Source: an optimization exercise on an open RTL-to-GDS flow (aim: small area). Production flows keep margins and buffers that such runs may drop. Only simulation tests tie the RTL to the original design; equivalence was not proved.

## run D
Design rx_frontend, start of the top module:
module rx_frontend(
  input clk,
  input rst,
  input [5:0] rate,
  input [31:0] frequency,
  input signed [11:0] in_data,
  output reg out_strobe,
  output signed [15:0] out_I,
  output signed [15:0] out_Q
  );
==> module varcic, before the edit <==
module varcic #(parameter integer DLY = 0)
  ( clock, inject, in_data, in_round, load, act, shift, rsel, out_data );
input clock;
input [3:0] inject;
input signed [15:0] in_data;
input in_round;
input [3:0] load;
input [3:0] act;
input shift;
input [1:0] rsel;
output [15:0] out_data;
wire [42:0] a_ext = {{27{in_data[15]}}, in_data};
wire [42:0] t;
genvar q;
generate
  for (q = 0; q < 4; q = q + 1) begin : part
    localparam integer LO = 11 * q;
    localparam integer WP = (q == 3) ? 10 : 11;
    reg [WP-1:0] w0, w1, w2, w3, w4;
    wire [WP-1:0] opb = inject[q] ? a_ext[LO+WP-1:LO] : w1;
    wire ci, co;
    wire [WP-1:0] sum;
    rip #(.W(WP)) iadd(.a(w0), .b(opb), .ci(ci), .s(sum), .co(co));
    always @(posedge clock) begin
      w0 <= w1; w1 <= w2; w2 <= w3; w3 <= w4; w4 <= sum;
    end
    wire [WP-1:0] x = (DLY == 0) ? w4 : (DLY == 1) ? w3 : (DLY == 2) ? w2 : (DLY == 3) ? w1 : w0;
    reg [WP-1:0] p0, p1, p2, p3, p4;
    reg [WP-1:0] tr;
    wire bi, bo;
    wire [WP-1:0] diff;
    rip #(.W(WP)) csub(.a(tr), .b(~(p0 & {WP{act[q]}})), .ci(bi), .s(diff), .co(bo));
    always @(posedge clock) begin
      p0 <= p1; p1 <= p2; p2 <= p3; p3 <= p4; p4 <= act[q] ? tr : p0;
      tr <= load[q] ? x : diff;
    end
    assign t[LO+WP-1:LO] = tr;
    if (q == 0) begin : c0
      assign ci = inject[0] & in_round;
      assign bi = 1'b1;
    end else begin : cq
      reg cr, br;
      always @(posedge clock) begin
        cr <= part[q-1].co;
        br <= part[q-1].bo;
      end
      assign ci = cr;
      assign bi = br;
    end
  end
endgenerate
reg [16:0] sl;
always @(*)
  case (rsel)
    2'd0: sl = t[27:11];
    2'd1: sl = t[32:16];
    2'd2: sl = t[37:21];
    default: sl = t[42:26];
  endcase
wire [15:0] rnd;
wire rnd_co;
rip #(.W(16)) rnd_add(.a(sl[16:1]), .b(16'd0), .ci(sl[0]), .s(rnd), .co(rnd_co));
reg [15:0] d0, d1, d2, d3, d4;
always @(posedge clock)
  if (shift) begin
    d0 <= rnd; d1 <= d0; d2 <= d1; d3 <= d2; d4 <= d3;
  end
assign out_data = d4;
endmodule
==> module cordic, before the edit <==
module cordic( clock, frequency, in_data, out_data_I, out_data_Q );
parameter [16:0] REGMASK = 17'h1ffff;
input clock;
input [31:0] frequency;
input signed [11:0] in_data;
output signed [17:0] out_data_I;
output signed [17:0] out_data_Q;
function [15:0] atan_r;
  input integer n;
  reg [31:0] a;
  reg [31:0] t;
  begin
    case (n)
      0:  a = 32'd633866811;
      1:  a = 32'd334917815;
      2:  a = 32'd170009512;
      3:  a = 32'd85334662;
      4:  a = 32'd42708931;
      5:  a = 32'd21359677;
      6:  a = 32'd10680490;
      7:  a = 32'd5340327;
      8:  a = 32'd2670173;
      9:  a = 32'd1335088;
      10: a = 32'd667544;
      11: a = 32'd333772;
      12: a = 32'd166886;
      13: a = 32'd83443;
      default: a = 32'd41722;
    endcase
    t = (a >> 15) + ((a >> 14) & 32'd1);
    atan_r = t[15:0];
  end
endfunction
reg [31:0] phase;
wire [31:0] phase_sum;
padd #(.W(32)) phase_add(.a(phase), .b(frequency), .ci(1'b0), .s(phase_sum));
always @(posedge clock)
  if (frequency == 32'd0) phase <= 32'd0;
  else phase <= phase_sum;
wire signed [18:0] in_ext = {in_data[11], in_data, 6'b0};
wire [1:0] quadrant = phase[31:30];
wire signed [18:0] x0 = (quadrant == 2'd1 || quadrant == 2'd2) ? -in_ext : in_ext;
wire signed [18:0] y0 = quadrant[1] ? -in_ext : in_ext;
wire [16:0] z0 = {~phase[29], ~phase[29], phase[28:14]};
wire [18:0] xs [0:15];
wire [18:0] ys [0:15];
wire [16:0] zin [0:15];
wire [14:0] dd;
assign zin[0] = z0;
generate
  if (REGMASK[0]) begin : r0
    reg [18:0] xr, yr;
    always @(posedge clock) begin xr <= x0; yr <= y0; end
    assign xs[0] = xr; assign ys[0] = yr;
  end else begin : c0
    assign xs[0] = x0; assign ys[0] = y0;
  end
endgenerate
genvar n;
generate
  for (n = 0; n <= 14; n = n + 1) begin : stages
    wire [16-n:0] z = zin[n][16-n:0];
    wire zs = z[16-n];
    if (n < 14) begin : zu
      localparam [15:0] AT = atan_r(n);
      wire [15-n:0] at = AT[15-n:0];
      wire [15-n:0] atn = -at;
      wire [15-n:0] zo;
      padd #(.W(16-n)) zadd(.a(z[15-n:0]), .b(zs ? at : atn), .ci(1'b0), .s(zo));
      if (REGMASK[n]) begin : zr
        reg [15-n:0] zreg;
        reg dreg;
        always @(posedge clock) begin zreg <= zo; dreg <= zs; end
        assign zin[n+1] = {{(n+1){1'b0}}, zreg};
        assign dd[n] = dreg;
      end else begin : zc
        assign zin[n+1] = {{(n+1){1'b0}}, zo};
        assign dd[n] = zs;
      end
    end else begin : zl
      if (REGMASK[n]) begin : zr
        reg dreg;
        always @(posedge clock) dreg <= zs;
        assign dd[n] = dreg;
      end else begin : zc
        assign dd[n] = zs;
      end
    end
    wire [18:0] x = xs[n];
    wire [18:0] y = ys[n];
    wire s = dd[n];
    wire [18:0] x_shr = {{(n+1){x[18]}}, x[18:n+1]};
    wire [18:0] y_shr = {{(n+1){y[18]}}, y[18:n+1]};
    wire cx = y[n] ^ ~s;
    wire cy = x[n] ^ s;
    wire [18:0] xn, yn;
    if (n == 0) begin : sk
      padd #(.W(19)) ax(.a(x), .b(y_shr ^ {19{~s}}), .ci(cx), .s(xn));
      padd #(.W(19)) ay(.a(y), .b(x_shr ^ {19{s}}), .ci(cy), .s(yn));
    end else begin : ks
      wire [19:0] xw = {x, cx} + {y_shr ^ {19{~s}}, cx};
      wire [19:0] yw = {y, cy} + {x_shr ^ {19{s}}, cy};
      assign xn = xw[19:1];
      assign yn = yw[19:1];
    end
    if (REGMASK[n+1]) begin : r
      reg [18:0] xr, yr;
      always @(posedge clock) begin xr <= xn; yr <= yn; end
      assign xs[n+1] = xr; assign ys[n+1] = yr;
    end else begin : c
      assign xs[n+1] = xn; assign ys[n+1] = yn;
    end
  end
endgenerate
wire [17:0] ri = xs[15][18:1] + {17'b0, xs[15][1] & xs[15][0]};
wire [17:0] rq = ys[15][18:1] + {17'b0, ys[15][1] & ys[15][0]};
generate
  if (REGMASK[16]) begin : rr
    reg [17:0] oi, oq;
    always @(posedge clock) begin oi <= ri; oq <= rq; end
    assign out_data_I = oi; assign out_data_Q = oq;
  end else begin : rc
    assign out_data_I = ri; assign out_data_Q = rq;
  end
endgenerate
endmodule
==> flow/config.mk <==
export PLATFORM = sky130hd
export DESIGN_NAME = rx_frontend
export DESIGN_NICKNAME = rx_frontend
export VERILOG_FILES = /design/flow/design.v
export SDC_FILE = /design/flow/constraint.sdc
export NUM_CORES = 4
export LEC_CHECK = 0
export CAP_MARGIN = 20
export CORE_MARGIN = 2
export CORE_UTILIZATION = 65
export CTS_BUF_LIST = sky130_fd_sc_hd__clkbuf_16
export CTS_CLUSTER_DIAMETER = 100
export CTS_CLUSTER_SIZE = 28
export PLACE_DENSITY = 0.8
export SLEW_MARGIN = 20
==> flow/constraint.sdc <==
create_clock -name core_clock -period 6.0 [get_ports {clk}]
set_input_delay 1.2000 -clock core_clock [delete_from_list [all_inputs] [get_ports {clk}]]
set_output_delay 1.2000 -clock core_clock [all_outputs]
set_load 0.01 [all_outputs]
run.sh (not shown) runs the stock make flow with config.mk's settings and CLKGATE_MAP_FILE= SYNTH_SCRIPT=/design/flow/synth_recipe.tcl, a recipe that flattens the netlist after the stock synthesis.
Every stage of the flow completed for run D, and the final layout passed the timing, DRC and antenna checks.
Setup changes, run D to run E
diff --git a/flow/design.v b/flow/design.v
--- a/flow/design.v
+++ b/flow/design.v
@@ -152,11 +152,9 @@
     2'd1: sl = t[32:16];
     2'd2: sl = t[37:21];
     default: sl = t[42:26];
   endcase
-wire [15:0] rnd;
-wire rnd_co;
-rip #(.W(16)) rnd_add(.a(sl[16:1]), .b(16'd0), .ci(sl[0]), .s(rnd), .co(rnd_co));
+wire [15:0] rnd = sl[16:1] + {15'b0, sl[0]};
 reg [15:0] d0, d1, d2, d3, d4;
 always @(posedge clock)
   if (shift) begin
     d0 <= rnd; d1 <= d0; d2 <= d1; d3 <= d2; d4 <= d3;
@@ -257,18 +255,12 @@
     wire [18:0] x_shr = {{(n+1){x[18]}}, x[18:n+1]};
     wire [18:0] y_shr = {{(n+1){y[18]}}, y[18:n+1]};
     wire cx = y[n] ^ ~s;
     wire cy = x[n] ^ s;
-    wire [18:0] xn, yn;
-    if (n == 0) begin : sk
-      padd #(.W(19)) ax(.a(x), .b(y_shr ^ {19{~s}}), .ci(cx), .s(xn));
-      padd #(.W(19)) ay(.a(y), .b(x_shr ^ {19{s}}), .ci(cy), .s(yn));
-    end else begin : ks
-      wire [19:0] xw = {x, cx} + {y_shr ^ {19{~s}}, cx};
-      wire [19:0] yw = {y, cy} + {x_shr ^ {19{s}}, cy};
-      assign xn = xw[19:1];
-      assign yn = yw[19:1];
-    end
+    wire [19:0] xw = {x, cx} + {y_shr ^ {19{~s}}, cx};
+    wire [19:0] yw = {y, cy} + {x_shr ^ {19{s}}, cy};
+    wire [18:0] xn = xw[19:1];
+    wire [18:0] yn = yw[19:1];
     if (REGMASK[n+1]) begin : r
       reg [18:0] xr, yr;
       always @(posedge clock) begin xr <= xn; yr <= yn; end
       assign xs[n+1] = xr; assign ys[n+1] = yr;
## What came out
On final area, run E and run D are basically level. Of run E and run D, run E shows the lower final design utilization, with run D above it. Summary of the comparison: final period demand of the worst path is lower in run E, relative to run D. Summary — final-layout fill cell count, run E relative to run D: higher, by 2.4%. Of run E and run D, run E shows the higher worst setup slack, with run D below it. Residual overflow from global routing essentially unchanged between run D and run E. In run E, initial antenna violation count is lower than in run D. Against run D as the reference, run E delivers a higher maximum single-stage delay on the critical path.

-- port drivers added, routing unchanged --
The results above use ideal ports. As a check the final layouts listed here were re-extracted and re-timed, cells and wires unchanged.
Step 1 sets driving cells, clkbuf_16 on the clock port and buf_2 on the other inputs (assumed; they add their load-dependent delay and slew).
Step 2 times the ports against the registers' clock, not the clock port: input delays grow and output delays shrink by t, the midpoint of the rising clock arrivals with the driver on.
Three values: ideal, step 1, step 2; two values: the first two.
| run | shift t [ns] | setup WS [ns] | hold slack, ns | latest minus earliest clock arrival (ns) |
|---|---|---|---|---|
| run D | 0.798 | 0.178 / 0.178 / 0.178 | 0.319 / 0.319 / 0.319 | 0.061 / 0.061 |
| run E | 0.802 | 0.283 / 0.283 / 0.283 | 0.316 / 0.316 / 0.316 | 0.047 / 0.048 |
After both steps setup and hold are still met in every run listed.
